This is an optimization exercise on Yosys and OpenROAD, whose aim is small area, not a production implementation.
Function was checked by simulation only, so behaviour that the tests miss may differ from the original.
The clock port is modelled as an ideal driver, which makes a skipped or thinned clock tree look cheaper than it is; a real chip needs a root buffer or a tree.

==> build 66 <==
Design fxmul_q88, start of the top module:
module fxmul_q88 (
input signed [15:0] multiplicand,
input signed [15:0] multiplier,
output signed [15:0] o_result,
output overflow_flag,
input clk,
input reset
);
reg [15:0] acc;    
reg [7:0]  lo;     
reg [3:0]  cnt;    
reg        busy;   
wire zero3 = ~(cnt[0] | cnt[1] | cnt[2]);
wire fb = zero3 | (cnt[0] ^ cnt[3]);
wire last = cnt[3] & zero3;           
wire [3:0] cnt_next = reset ? 4'd0 : {cnt[2:0], fb};
wire [15:0] brow = {multiplier[4],  multiplier[5],  multiplier[6],  multiplier[11],
                    multiplier[9],  multiplier[7],  multiplier[12], ~multiplier[15],
                    multiplier[3],  multiplier[10], multiplier[8],  multiplier[14],
                    multiplier[2],  multiplier[13], multiplier[1],  multiplier[0]};
wire xsel = brow[cnt];
wire [15:0] pp;
genvar j;
generate for (j = 0; j < 15; j = j + 1) begin : g_pp
  assign pp[j] = multiplicand[j] ? xsel : last;
end endgenerate
assign pp[15] = multiplicand[15] ? ~xsel : ~last;
wire [16:0] c;
wire [15:0] s;
assign c[0] = 1'b1;
genvar k;
generate for (k = 0; k < 16; k = k + 1) begin : g_add
  assign s[k]   = acc[k] ^ pp[k] ^ c[k];
  assign c[k+1] = (acc[k] & pp[k]) | (c[k] & (acc[k] ^ pp[k]));
end endgenerate
wire [16:0] t = {c[16], s};
wire [8:0] top = {~acc[15], acc[14:7]};
always @(posedge clk) begin
  cnt  <= cnt_next;
  if (reset) begin
    acc  <= 16'd129;
    lo   <= 8'd0;
    busy <= 1'b1;
  end else begin
    busy <= busy & ~last;
    if (busy) begin
      acc <= t[16:1];
      lo  <= {t[0], lo[7:1]};
    end
  end
end
assign o_result = {acc[7:0], lo};
assign overflow_flag = ~((&top) | ~(|top));
endmodule
==> flow/config.mk <==
export PLATFORM = sky130hd
export DESIGN_NAME = fxmul_q88
export DESIGN_NICKNAME = fxmul_q88
export VERILOG_FILES = /design/flow/design.v
export SDC_FILE = /design/flow/constraint.sdc
export NUM_CORES = 4
export LEC_CHECK = 0
export ABC_AREA = 1
export CAP_MARGIN = 20
export CORE_MARGIN = 2
export CORE_UTILIZATION = 40
export GPL_TIMING_DRIVEN = 0
export SETUP_SLACK_MARGIN = -0.3
export SLEW_MARGIN = 20
==> flow/constraint.sdc <==
create_clock -name core_clock -period 10.0 [get_ports {clk}]
set_input_delay 2.0000 -clock core_clock [delete_from_list [all_inputs] [get_ports {clk}]]
set_output_delay 2.0000 -clock core_clock [all_outputs]
set_load 0.01 [all_outputs]
standard.sh (not shown) runs the stock make flow with config.mk's settings and CLKGATE_MAP_FILE= SYNTH_SCRIPT=/design/flow/synth_recipe.tcl, a recipe that flattens the netlist after the stock synthesis.
==> flow/flow/run.sh <==
#!/bin/bash
# Standard synthesis, then the logic between its registers replaced by a
# hand-mapped netlist (gen_netlist.py; the registers keep their names and
# cells), then the standard layout with the smallest port buffers and a
# two-buffer clock tree (cts_hook.tcl).
set -euo pipefail
R=orfs/results/${FLOW_PLATFORM}/fxmul_q88/base
export BUFFER_PORTS_ARGS="-buffer_cell sky130_fd_sc_hd__buf_1"
export PRE_CTS_TCL=$PWD/flow/cts_hook.tcl
export CLOCK_BUFFER_CELL=sky130_fd_sc_hd__clkbuf_8
export CLOCK_BUFFER_CELL2=sky130_fd_sc_hd__clkbuf_4
export CLOCK_SPLIT_FRACTION=0.62
bash standard.sh synth > synth.log 2>&1
cp $R/1_2_yosys.v std_1_2_yosys.v
python3 flow/gen_netlist.py std_1_2_yosys.v $R/1_2_yosys.v > gen.log 2>&1
touch $R/1_2_yosys.v
bash standard.sh > layout.log 2>&1
==> flow/flow/gen_netlist.py <==
#!/usr/bin/env python3
"""Write a hand-mapped gate netlist of fxmul_q88 that keeps the standard
synthesis's registers (same instance names and cell types).

usage: gen_netlist.py STD_NETLIST OUT_NETLIST

The registers are read from STD_NETLIST (the standard synthesis of the RTL);
the logic between them is placed here cell by cell, following
rtl/fxmul_q88.v exactly (same next-state function for every register).
"""
import re
import sys

P = "sky130_fd_sc_hd__"

std = open(sys.argv[1]).read()
regs = {}
for cell, inst in re.findall(r"\b(" + P + r"\w*df\w*)\s+(\\\S+|\w+)\s*\(", std):
    name = inst.lstrip("\\").split("$")[0]
    regs[name] = (cell, inst)

want = (["acc[%d]" % i for i in range(16)] + ["lo[%d]" % i for i in range(8)]
        + ["cnt[%d]" % i for i in range(4)] + ["busy"])
missing = [w for w in want if w not in regs]
extra = [r for r in regs if r not in want]
if missing or extra:
    sys.exit("register mismatch: missing %s extra %s" % (missing, extra))

cells = []
n = [0]


def g(cell, **pins):
    n[0] += 1
    conn = ", ".join(".%s(%s)" % (p, v) for p, v in pins.items())
    cells.append("  %s%s g%d (%s);" % (P, cell, n[0], conn))


def ff(reg, d, de=None):
    cell, inst = regs[reg]
    base = cell[len(P):]
    q = Q(reg)
    if base.startswith("edfxtp"):
        assert de is not None, reg
        conn = ".CLK(clk), .D(%s), .DE(%s), .Q(%s)" % (d, de, q)
    elif base.startswith("dfxtp"):
        assert de is None, reg
        conn = ".CLK(clk), .D(%s), .Q(%s)" % (d, q)
    else:
        sys.exit("unexpected register cell %s for %s" % (cell, reg))
    if inst.startswith("\\"):
        inst = inst + " "
    cells.append("  %s %s(%s);" % (cell, inst, conn))


def Q(reg):
    # register outputs keep the RTL's names (acc[3], busy, ...)
    return reg


a = ["multiplicand[%d]" % i for i in range(16)]
b = ["multiplier[%d]" % i for i in range(16)]
load = "reset"
acc = [Q("acc[%d]" % i) for i in range(16)]
lo = [Q("lo[%d]" % i) for i in range(8)]
cnt = [Q("cnt[%d]" % i) for i in range(4)]
busy = Q("busy")

# xsel = brow[cnt]
# state v of the row counter stands for row ROW[v]
ROW = [0, 1, 13, 2, 14, 8, 10, 3, 15, 12, 7, 9, 11, 6, 5, 4]
# state 8 (row 15) takes ~b15
g("inv_1", A=b[15], Y="nb15")
br = [b[ROW[v]] if ROW[v] != 15 else "nb15" for v in range(16)]
for j in range(4):
    g("mux4_2", A0=br[4 * j], A1=br[4 * j + 1], A2=br[4 * j + 2], A3=br[4 * j + 3],
      S0=cnt[0], S1=cnt[1], X="m%d" % j)
g("mux4_2", A0="m0", A1="m1", A2="m2", A3="m3", S0=cnt[2], S1=cnt[3], X="xsel")
xsel = "xsel"

# last = cnt[3] & zero3 (zero3 = ~(cnt[0]|cnt[1]|cnt[2]), from the counter)
g("nand2_1", A=cnt[3], B="zero3", Y="nL")
# nX = ~xsel = ~(b_i ^ last)
g("inv_2", A=xsel, Y="nX")
# pp[j] = a[j] ? xsel : last   (j < 15), via inverting mux
for j in range(15):
    g("mux2i_1", A0="nL", A1="nX", S=a[j], Y="pp%d" % j)
# pp[15] = a15 ? ~xsel : ~last
g("mux2_1", A0="nL", A1="nX", S=a[15], X="pp15")

# adder, carry-in 1
g("xnor2_1", A=acc[0], B="pp0", Y="s0")
g("or2_1", A=acc[0], B="pp0", X="c1")
for k in range(1, 16):
    g("fa_1", A=acc[k], B="pp%d" % k, CIN="c%d" % k, COUT="c%d" % (k + 1), SUM="s%d" % k)
t = ["s%d" % k for k in range(16)] + ["c16"]

# hold selects: busyp = busy & ~reset, nbusyp = ~busy & ~reset (fanout 24,
# hence the x2 drive)
g("nor2b_2", A=load, B_N=busy, Y="busyp_a")
g("nor2_2", A=load, B=busy, Y="nbusyp_a")
# acc[15:8] <= reset ? 0 : busy ? t[16:9] : acc[15:8]
for k in range(8, 16):
    g("a22o_1", A1="busyp_a", A2=t[k + 1], B1="nbusyp_a", B2=acc[k], X="dacc%d" % k)
    ff("acc[%d]" % k, "dacc%d" % k)
# acc[7:0] <= reset ? K : busy ? t[8:1] : acc[7:0]   (K = 129)
for k in range(8):
    h = "a"
    if k in (0, 7):
        g("a221o_1", A1="busyp_" + h, A2=t[k + 1], B1="nbusyp_" + h, B2=acc[k], C1=load, X="dacc%d" % k)
    else:
        g("a22o_1", A1="busyp_" + h, A2=t[k + 1], B1="nbusyp_" + h, B2=acc[k], X="dacc%d" % k)
    ff("acc[%d]" % k, "dacc%d" % k)
# lo <= reset ? 0 : busy ? {t[0], lo[7:1]} : lo
for k in range(8):
    g("a22o_1", A1="busyp_a", A2=t[0] if k == 7 else lo[k + 1], B1="nbusyp_a", B2=lo[k], X="dlo%d" % k)
    ff("lo[%d]" % k, "dlo%d" % k)

# cnt <= reset ? 0 : {cnt[2:0], fb},  fb = zero3 | (cnt[0] ^ cnt[3])
g("nor3_1", A=cnt[0], B=cnt[1], C=cnt[2], Y="zero3")
g("xor2_1", A=cnt[0], B=cnt[3], X="x03")
g("nor2_1", A="zero3", B="x03", Y="nfb")
g("nor2_1", A=load, B="nfb", Y="dc0")
for k in range(1, 4):
    g("nor2b_1", A=load, B_N=cnt[k - 1], Y="dc%d" % k)
for k in range(4):
    ff("cnt[%d]" % k, "dc%d" % k)

# busy <= reset | (busy & ~last)
g("a21o_1", A1=busy, A2="nL", B1=load, X="dbusy")
ff("busy", "dbusy")

# overflow_flag: acc[15:7] = S[31:23] (S[31] flipped) not all equal
g("nand4_1", A=acc[11], B=acc[12], C=acc[13], D=acc[14], Y="nh")
g("nand4_1", A=acc[7], B=acc[8], C=acc[9], D=acc[10], Y="nl")
g("nor4_1", A=acc[11], B=acc[12], C=acc[13], D=acc[14], Y="zh")
g("nor4_1", A=acc[7], B=acc[8], C=acc[9], D=acc[10], Y="zl")
g("nor3_1", A=acc[15], B="nh", C="nl", Y="ones")
g("a31oi_1", A1=acc[15], A2="zh", A3="zl", B1="ones", Y="ovf")

# outputs
assigns = []
for k in range(8):
    assigns.append("  assign o_result[%d] = %s;" % (k, lo[k]))
    assigns.append("  assign o_result[%d] = %s;" % (k + 8, acc[k]))
assigns.append("  assign overflow_flag = ovf;")

wires = set()
for line in cells:
    for v in re.findall(r"\.\w+\(([^)]*)\)", line):
        if "[" not in v and v not in ("clk", "reset") and v not in regs:
            wires.add(v)

out = ["module fxmul_q88 (multiplicand, multiplier, o_result, overflow_flag, clk, reset);",
       "  input [15:0] multiplicand;", "  input [15:0] multiplier;",
       "  output [15:0] o_result;", "  output overflow_flag;",
       "  input clk;", "  input reset;"]
out += ["  wire [15:0] acc;", "  wire [7:0] lo;", "  wire [3:0] cnt;",
        "  wire busy;"]
out += ["  wire %s;" % w for w in sorted(wires)]
out += cells + assigns + ["endmodule", ""]
open(sys.argv[2], "w").write("\n".join(out))
print("wrote %s: %d cells" % (sys.argv[2], len(cells)))
Other scripts of this flow, unchanged in this note and not shown: flow/flow/cts_hook.tcl
==> inputs of trial 30, as changes to build 66 <==
--- a/flow/flow/gen_netlist.py
+++ b/flow/flow/gen_netlist.py
@@ -82,9 +82,10 @@
 g("nand2_1", A=cnt[3], B="zero3", Y="nL")
-# nX = ~xsel = ~(b_i ^ last)
-g("inv_2", A=xsel, Y="nX")
+# nX = ~xsel = ~(b_i ^ last), one inverter for bits 0..7, one for 8..15
+g("inv_2", A=xsel, Y="nXa")
+g("inv_2", A=xsel, Y="nXb")
 # pp[j] = a[j] ? xsel : last   (j < 15), via inverting mux
 for j in range(15):
-    g("mux2i_1", A0="nL", A1="nX", S=a[j], Y="pp%d" % j)
+    g("mux2i_1", A0="nL", A1="nXa" if j < 8 else "nXb", S=a[j], Y="pp%d" % j)
 # pp[15] = a15 ? ~xsel : ~last
-g("mux2_1", A0="nL", A1="nX", S=a[15], X="pp15")
+g("mux2_1", A0="nL", A1="nXb", S=a[15], X="pp15")
 
@@ -97,6 +98,7 @@
 
-# hold selects: busyp = busy & ~reset, nbusyp = ~busy & ~reset (fanout 24,
-# hence the x2 drive)
-g("nor2b_2", A=load, B_N=busy, Y="busyp_a")
-g("nor2_2", A=load, B=busy, Y="nbusyp_a")
+# hold selects: busyp = busy & ~reset, nbusyp = ~busy & ~reset, in two
+# copies (a: acc[15:4], b: acc[3:0] and lo) to keep each net's fanout at 12
+for h in "ab":
+    g("nor2b_1", A=load, B_N=busy, Y="busyp_" + h)
+    g("nor2_1", A=load, B=busy, Y="nbusyp_" + h)
 # acc[15:8] <= reset ? 0 : busy ? t[16:9] : acc[15:8]
@@ -107,3 +109,3 @@
 for k in range(8):
-    h = "a"
+    h = "a" if k >= 4 else "b"
     if k in (0, 7):
@@ -115,3 +117,3 @@
 for k in range(8):
-    g("a22o_1", A1="busyp_a", A2=t[0] if k == 7 else lo[k + 1], B1="nbusyp_a", B2=lo[k], X="dlo%d" % k)
+    g("a22o_1", A1="busyp_b", A2=t[0] if k == 7 else lo[k + 1], B1="nbusyp_b", B2=lo[k], X="dlo%d" % k)
     ff("lo[%d]" % k, "dlo%d" % k)
- GPL_TIMING_DRIVEN: 0 -> default
- SETUP_SLACK_MARGIN: -0.3 -> default
==> inputs of trial 87, as changes to build 66 <==
--- a/flow/flow/gen_netlist.py
+++ b/flow/flow/gen_netlist.py
@@ -82,3 +82,5 @@
 g("nand2_1", A=cnt[3], B="zero3", Y="nL")
-# nX = ~xsel = ~(b_i ^ last)
+# nX = ~xsel = ~(b_i ^ last); bit 0 (the start of the carry chain) gets
+# an inverter of its own
+g("inv_1", A=xsel, Y="nX0")
 g("inv_2", A=xsel, Y="nX")
@@ -86,3 +88,3 @@
 for j in range(15):
-    g("mux2i_1", A0="nL", A1="nX", S=a[j], Y="pp%d" % j)
+    g("mux2i_1", A0="nL", A1="nX0" if j == 0 else "nX", S=a[j], Y="pp%d" % j)
 # pp[15] = a15 ? ~xsel : ~last
@@ -97,6 +99,7 @@
 
-# hold selects: busyp = busy & ~reset, nbusyp = ~busy & ~reset (fanout 24,
-# hence the x2 drive)
-g("nor2b_2", A=load, B_N=busy, Y="busyp_a")
-g("nor2_2", A=load, B=busy, Y="nbusyp_a")
+# hold selects: busyp = busy & ~reset, nbusyp = ~busy & ~reset, in two
+# copies (a: acc[15:4], b: acc[3:0] and lo) to keep each net's fanout at 12
+for h in "ab":
+    g("nor2b_1", A=load, B_N=busy, Y="busyp_" + h)
+    g("nor2_1", A=load, B=busy, Y="nbusyp_" + h)
 # acc[15:8] <= reset ? 0 : busy ? t[16:9] : acc[15:8]
@@ -107,3 +110,3 @@
 for k in range(8):
-    h = "a"
+    h = "a" if k >= 4 else "b"
     if k in (0, 7):
@@ -115,3 +118,3 @@
 for k in range(8):
-    g("a22o_1", A1="busyp_a", A2=t[0] if k == 7 else lo[k + 1], B1="nbusyp_a", B2=lo[k], X="dlo%d" % k)
+    g("a22o_1", A1="busyp_b", A2=t[0] if k == 7 else lo[k + 1], B1="nbusyp_b", B2=lo[k], X="dlo%d" % k)
     ff("lo[%d]" % k, "dlo%d" % k)
- GPL_TIMING_DRIVEN: 0 -> default
- SETUP_SLACK_MARGIN: -0.3 -> default
==> notes.md <==
The highest register-to-register slack belongs to trial 87, the lowest to build 66. The highest via count belongs to trial 87, the lowest to build 66. Against build 66, the die area of trial 87 is larger by about 0.55%. Against build 66, the synthesized cell count of trial 30 is higher by 2.7%.
No run of this note takes its clock network from TritonCTS; it comes from the design's own scripts or RTL.

static timing again, ports no longer ideal:
The results above use ideal ports. As a check the final layouts listed here were re-extracted and re-timed, cells and wires unchanged.
Step 1: set_driving_cell puts a clkbuf_16 on clk and a buf_2 on each other input, an assumption about the parent block.
Step 2 times the ports against the registers' clock, not the clock port: input delays grow and output delays shrink by t, the midpoint of the rising clock arrivals with the driver on.
Slacks: ideal ports / drivers / drivers and shift; pairs: ideal ports / drivers.
run	shift t [ns]	slack for setup (ns)	worst hold slack (ns)	worst register clock-pin slew, ns	pins driven straight from the clock port
build 66	0.200	0.171 / 0.177 / -0.022	0.499 / 0.499 / 0.499	0.12 / 0.12	2
trial 30	0.201	0.427 / 0.426 / 0.225	0.492 / 0.492 / 0.492	0.12 / 0.12	2
trial 87	0.193	0.455 / 0.461 / 0.269	0.509 / 0.509 / 0.509	0.11 / 0.11	2
With both steps, setup timing fails in build 66, where it was met with ideal ports. The setup slack of trial 30, which loses most, moves by -0.001 ns with the drivers and by -0.202 ns with both steps.
